Context: an optimization exercise on an open-source flow, tuned for small area and a short achievable clock period. The choices shown serve that exercise and are no tape-out recipe.
The RTL was checked by simulation tests, not by an equivalence proof against the original design.
The clock input has no modelled driver; a real chip could not lean on it and would need a root buffer or a full tree.
Power figures rest on the tool's default switching activity, not on a simulated workload.

==> flow/design.v <==
module SPI (clk,rst_n,MOSI,MISO,SS_n,rx_data,rx_valid,tx_data,tx_valid);
input MOSI,SS_n,clk,rst_n;
output reg rx_valid;
output reg [9:0] rx_data;
input [7:0] tx_data;
input tx_valid;
output reg MISO;
reg chk, act, sh;
reg is_ra, is_rd;
reg rd_address_first;
reg [3:0] cnt;
wire send = act & is_rd & ~sh & tx_valid & ~cnt[3];
wire last_bit = cnt == 4'd9;
always @(posedge clk,negedge rst_n)
begin
    if(!rst_n) begin
        chk <= 1'b0;
        act <= 1'b0;
        sh <= 1'b0;
        rx_valid <= 1'b0;
        rd_address_first <= 1'b0;
        MISO <= 1'b0;
    end else begin
        chk <= ~SS_n & ~chk & ~act;
        act <= ~SS_n & (chk | act);
        sh <= ~SS_n & (chk | (sh & ~last_bit));
        rx_valid <= act & ~sh;
        if(act & is_ra)
            rd_address_first <= 1'b1;
        else if(act & is_rd)
            rd_address_first <= 1'b0;
        if(send)
            MISO <= tx_data[~cnt[2:0]];
    end
end
always @(posedge clk)
begin
    if(chk) begin
        is_ra <= MOSI & ~rd_address_first;
        is_rd <= MOSI & rd_address_first;
    end
    if(!act || (sh && last_bit))
        cnt <= 4'd0;
    else if(sh || send)
        cnt <= cnt + 4'd1;
    if(sh)
        rx_data <= {rx_data[8:0],MOSI};
end
endmodule
module RAM_pr2(clk,rst_n,din,rx_valid,dout,tx_valid);
input [9:0] din;
input rx_valid,clk,rst_n;
output [7:0] dout;
output reg tx_valid;
reg [21:0] rs;
reg [1:0] part;
reg [1:0] a10;
reg is21;
reg [7:0] cw;
reg valid;
reg [1:0] p3;         
reg [1:0] p4;         
reg match_r;
reg wbe;              
reg [7:0] rd_r;
reg rd_ok;
wire ld_addr = rx_valid & ~din[8];
wire wr = rx_valid & ~din[9] & din[8];
wire [5:0] h = din[7:2];
reg [2:0] d_hi;
reg [1:0] d_lo, d_part;
reg d_is21;
always @(*) begin
    d_is21 = 1'b0;
    if (h[1:0] != 2'd3) begin
        d_hi = {1'b0, h[5:4]}; d_lo = h[3:2]; d_part = h[1:0];
    end else if (h[3:2] != 2'd3) begin
        d_hi = 3'd4; d_lo = h[5:4]; d_part = h[3:2];
    end else if (h[5:4] != 2'd3) begin
        d_hi = 3'd5; d_lo = 2'd0; d_part = h[5:4];
    end else begin
        d_hi = 3'd5; d_lo = 2'd1; d_part = 2'd0; d_is21 = 1'b1;
    end
end
wire [1:0] p4_nx = p4 + 2'd1;
wire [1:0] p3_nx = (p4 == 2'd3) ? ((p3 == 2'd2) ? 2'd0 : p3 + 2'd1) : p3;
wire match_old = (p4_nx == a10) & (is21 | (p3_nx == part));
wire match_new = (p4_nx == din[1:0]) & (d_is21 | (p3_nx == d_part));
wire match_nx = ld_addr ? match_new : match_old;
wire fetch = rd_ok & ~valid;
wire valid_nx = wr | (~ld_addr & (valid | fetch));
assign dout = cw;
always @(posedge clk,negedge rst_n) begin
    if(!rst_n)
        tx_valid<=0;
    else if(rx_valid)
        tx_valid<=din[9]&din[8];
end
integer k;
always @(posedge clk) begin
    p4 <= p4_nx;
    p3 <= p3_nx;
    if(ld_addr) begin
        for (k = 0; k < 22; k = k + 1)
            rs[k] <= {d_hi, d_lo} == k;
        part <= d_part;
        a10 <= din[1:0];
        is21 <= d_is21;
    end
    match_r <= match_nx;
    valid <= valid_nx;
    wbe <= match_old & valid_nx;
    if(wr)
        cw <= din[7:0];
    else if(fetch)
        cw <= rd_r;
end
wire [7:0] last [0:21];
reg [7:0] rd;
integer g;
always @(*) begin
    rd = 8'd0;
    for (g = 0; g < 22; g = g + 1)
        rd = rd | ({8{rs[g]}} & last[g]);
end
always @(posedge clk) begin
    rd_r <= rd;
    rd_ok <= match_r & ~ld_addr;
end
genvar l;
generate
for (l = 0; l < 22; l = l + 1) begin : g_loop
    localparam N = (l == 21) ? 4 : 12;
    reg [8*N-1:0] w;
    wire sel = rs[l] & wbe;
    assign last[l] = w[8*N-8 +: 8];
    always @(posedge clk)
        w <= {w[8*N-9:0], sel ? cw : w[8*N-8 +: 8]};
end
endgenerate
endmodule
module Master(SS_n,MOSI,MISO,clk,rst_n);
input MOSI,SS_n,clk,rst_n;
 output MISO;
 wire rx_valid;
wire [9:0] rx_data;
wire [7:0] tx_data;
wire tx_valid;
 SPI   s1 (clk,rst_n,MOSI,MISO,SS_n,rx_data,rx_valid,tx_data,tx_valid);
RAM_pr2  R1(clk,rst_n,rx_data,rx_valid,tx_data,tx_valid);
endmodule
export LEC_CHECK = 0
export ABC_AREA = 1
export CAP_MARGIN = 20
export CORE_MARGIN = 2
export CORE_UTILIZATION = 70
export CTS_CLUSTER_DIAMETER = 100
export CTS_CLUSTER_SIZE = 30
export PLACE_DENSITY = 0.8
export SETUP_SLACK_MARGIN = 2.0
export SLEW_MARGIN = 20
create_clock -name core_clock -period 3.7 [get_ports {clk}]
standard.sh (not shown) runs the stock make flow with config.mk's settings and CLKGATE_MAP_FILE= SYNTH_SCRIPT=/design/flow/synth_recipe.tcl, a recipe that flattens the netlist after the stock synthesis.
==> flow/flow/run.sh <==
#!/bin/bash
# The standard layout, with the clock tree's top rebuilt after CTS
# (flow/post_cts.tcl, run by ORFS's POST_CTS_TCL hook). The ORFS run's
# output goes to standard_flow.log, its logs to orfs/logs.
set -euo pipefail
here=$(pwd)
export POST_CTS_TCL="$here/flow/post_cts.tcl"
bash standard.sh finish > "$here/standard_flow.log" 2>&1
Other scripts of this flow, unchanged in this note and not shown: flow/flow/post_cts.tcl, flow/flow/retree.tcl
Next try:
Settings changed: ABC_AREA 1 to default, CORE_UTILIZATION 70 to 60, PLACE_DENSITY 0.8 to 0.7, SETUP_SLACK_MARGIN 2.0 to 1.9.
The new run finished with timing, DRC and antenna clean.
Cell count shrinks by 3.7%.
Register-to-register slack barely changes.
Flip-flop and latch count stays the same.
Setup slack barely changes.
First-iteration DRC count decreases by 40%.
Global-route usage decreases by 6.5 points.
Final area is higher by 0.90%.
Worst hold slack is better by 40 ps.
Synthesized cell count shrinks by 12%.
Next try:
Settings changed: ABC_AREA from default to 1, CTS_BUF_LIST from default to sky130_fd_sc_hd__clkbuf_8, CTS_CLUSTER_DIAMETER 100 to 60, CTS_CLUSTER_SIZE 30 to 20, SETUP_SLACK_MARGIN 1.9 to 1.95.
Register-to-register slack gets worse by 30 ps; power went down by 2.6%; critical path depth does not change; first-iteration DRC count went up by 9.4%; routed wire length barely changes; maximum frequency went up by 0.42%; via count went up by 9.5%; global-route usage hardly moves; worst setup slack gets better by 7.4 ps; area after synthesis went down by 0.36%.
Next try:
Settings changed: CTS_BUF_LIST sky130_fd_sc_hd__clkbuf_8 to default, CTS_CLUSTER_DIAMETER 60 to 100, CTS_CLUSTER_SIZE 20 to 30, SETUP_SLACK_MARGIN 1.95 to 2.0.
=> The new run completed without violations; routed wire length increases by 2.2%; power is higher by 2.7%; area after synthesis stays the same; synthesized cell count is unchanged; die area stays the same; worst hold slack stays flat; via count hardly moves; sequential cell count is unchanged.

========
== job 4722 ==
RTL: the design.v shown in full above, as it stands there.
==> flow/config.mk <==
export PLATFORM = sky130hd
export DESIGN_NAME = Master
export DESIGN_NICKNAME = Master
export VERILOG_FILES = /design/flow/design.v
export SDC_FILE = /design/flow/constraint.sdc
export NUM_CORES = 4
export LEC_CHECK = 0
export CAP_MARGIN = 20
export CORE_MARGIN = 2
export CORE_UTILIZATION = 60
export CTS_CLUSTER_DIAMETER = 80
export CTS_CLUSTER_SIZE = 36
export PLACE_DENSITY = 0.7
export SETUP_SLACK_MARGIN = 2.0
export SLEW_MARGIN = 20
==> flow/constraint.sdc <==
create_clock -name core_clock -period 3.7 [get_ports {clk}]
set_input_delay 0.7400 -clock core_clock [delete_from_list [all_inputs] [get_ports {clk}]]
set_output_delay 0.7400 -clock core_clock [all_outputs]
set_load 0.01 [all_outputs]
Scripts as last shown in full above: flow/flow/run.sh
Other scripts of this flow, unchanged in this note and not shown: flow/flow/post_cts.tcl, flow/flow/retree.tcl
Job 4722: full flow OK, the timing, DRC and antenna checks passed
### job 4722 -> job 7083
--- a/flow/config.mk
+++ b/flow/config.mk
@@ -7,2 +7,3 @@
 export LEC_CHECK = 0
+export ABC_AREA = 1
 export CAP_MARGIN = 20
@@ -10,4 +11,5 @@
 export CORE_UTILIZATION = 60
-export CTS_CLUSTER_DIAMETER = 80
-export CTS_CLUSTER_SIZE = 36
+export CTS_BUF_LIST = sky130_fd_sc_hd__clkbuf_8
+export CTS_CLUSTER_DIAMETER = 60
+export CTS_CLUSTER_SIZE = 20
 export PLACE_DENSITY = 0.7
- The switching portion of total power number comes out higher for job 7083 vs job 4722.
- Between job 4722 and job 7083, the xor and xnor area share after synthesis figures differ only marginally.
- Job 7083 vs job 4722: worst hold slack up
## Diff of input files: job 8868 against job 7083
--- a/flow/config.mk
+++ b/flow/config.mk
@@ -7,3 +7,2 @@
 export LEC_CHECK = 0
-export ABC_AREA = 1
 export CAP_MARGIN = 20
@@ -11,5 +10,4 @@
 export CORE_UTILIZATION = 60
-export CTS_BUF_LIST = sky130_fd_sc_hd__clkbuf_8
-export CTS_CLUSTER_DIAMETER = 60
-export CTS_CLUSTER_SIZE = 20
+export CTS_CLUSTER_DIAMETER = 100
+export CTS_CLUSTER_SIZE = 30
 export PLACE_DENSITY = 0.7
Notes after the runs:
Final weighted congestion of routability-driven global placement, job 8868 vs job 7083: down by more than 10%
From job 7083 to job 8868 the numbers moved as follows: routed wire length higher; clock network fraction of design power increased 1.9 points; final cell area excluding filler cells increased by 1.9% relative to the old numbers.
Looking at minimum clock period across job 7083 and job 8868, the one that comes out lower is job 7083.
When job 8868 is measured against job 7083, its die area turns out 0.36% higher.
Cmp job 7083 and job 8868 / power consumed by combinational cells / higher: job 8868
Compare job 7083 and job 8868 | post-layout worst setup margin lower: job 8868
--- input diff job 8868..job 3760 ---
--- a/flow/config.mk
+++ b/flow/config.mk
@@ -7,2 +7,3 @@
 export LEC_CHECK = 0
+export ABC_AREA = 1
 export CAP_MARGIN = 20
@@ -10,4 +11,5 @@
 export CORE_UTILIZATION = 60
-export CTS_CLUSTER_DIAMETER = 100
-export CTS_CLUSTER_SIZE = 30
+export CTS_BUF_LIST = sky130_fd_sc_hd__clkbuf_8
+export CTS_CLUSTER_DIAMETER = 50
+export CTS_CLUSTER_SIZE = 18
 export PLACE_DENSITY = 0.7
==> comparison <==
In job 3760, the synthesis-to-layout area growth came out 1.2 points below the value in job 8868. Relative to job 8868, detailed-route via count increased by 1,837 in job 3760. In the tables for job 8868 and job 3760, detailed route wirelength on metal3 reads lower with job 8868. Relative to job 8868, setup slack increased by 24 ps in job 3760. Compared with job 8868, in job 3760 fmax rose by 7.4 MHz, final area lost about 1.5%, utilization of the core after routing now sits lower. | die extent in y | job 8868 vs job 3760 | ≈ equal |. When job 3760 is set beside job 8868, its internal power component turns out to be 0.51 mW smaller.
Changes in job 4109 relative to job 3760:
--- a/flow/config.mk
+++ b/flow/config.mk
@@ -7,3 +7,2 @@
 export LEC_CHECK = 0
-export ABC_AREA = 1
 export CAP_MARGIN = 20
@@ -11,7 +10,6 @@
 export CORE_UTILIZATION = 60
-export CTS_BUF_LIST = sky130_fd_sc_hd__clkbuf_8
-export CTS_CLUSTER_DIAMETER = 50
-export CTS_CLUSTER_SIZE = 18
+export CTS_CLUSTER_DIAMETER = 100
+export CTS_CLUSTER_SIZE = 30
 export PLACE_DENSITY = 0.7
-export SETUP_SLACK_MARGIN = 2.0
+export SETUP_SLACK_MARGIN = 1.8
 export SLEW_MARGIN = 20
==> summary.txt <==
- Diff job 3760 -> job 4109: number of non-filler instances in the completed layout decreased by 402 relative to the old numbers; detailed-placement wirelength estimate decreased by about 4.7% relative to the old numbers.
- On routed wire length, job 4109 does better than job 3760.
- Job 4109: flow completed, timing, DRC and antenna clean

re-timing with driven ports:
The flow's constraints put no driver on any port. The routed layouts listed below were extracted and timed again, unchanged, in two steps.
Step 1 assumes that a clkbuf_16 drives the clock port and a buf_2 every other input.
Step 2 times the ports against the registers' clock, not the clock port: input delays grow and output delays shrink by t, the midpoint of the rising clock arrivals with the driver on.
Three values: no drivers, after step 1, after step 2; two values: the first two.
| run | t (ns) | slack for setup (ns) | worst setup path at the end | worst register clock-pin slew, ns | worst data-port slew with drivers (ns) |
|---|---|---|---|---|---|
| the first run of note 1 | 0.617 | 1.912 / 1.778 / 1.984 | register to register | 0.12 / 0.12 | 0.04 |
| the second run of note 1 | 0.626 | 1.913 / 1.779 / 1.965 | register to register | 0.12 / 0.12 | 0.04 |
| the third run of note 1 | 0.617 | 1.920 / 1.785 / 1.942 | register to register | 0.12 / 0.12 | 0.03 |
| the fourth run of note 1 | 0.625 | 1.913 / 1.780 / 1.983 | register to register | 0.11 / 0.11 | 0.03 |
| job 4722 | 0.614 | 1.898 / 1.761 / 1.927 | register to register | 0.13 / 0.13 | 0.03 |
| job 7083 | 0.617 | 1.919 / 1.785 / 2.012 | register to register | 0.12 / 0.12 | 0.03 |
| job 8868 | 0.627 | 1.892 / 1.756 / 2.022 | register to register | 0.12 / 0.12 | 0.03 |
| job 3760 | 0.634 | 1.916 / 1.783 / 2.019 | register to register | 0.11 / 0.11 | 0.03 |
| job 4109 | 0.630 | 1.887 / 1.773 / 1.887 | register to register | 0.12 / 0.12 | 0.04 |
After both steps every run listed still meets setup and hold.
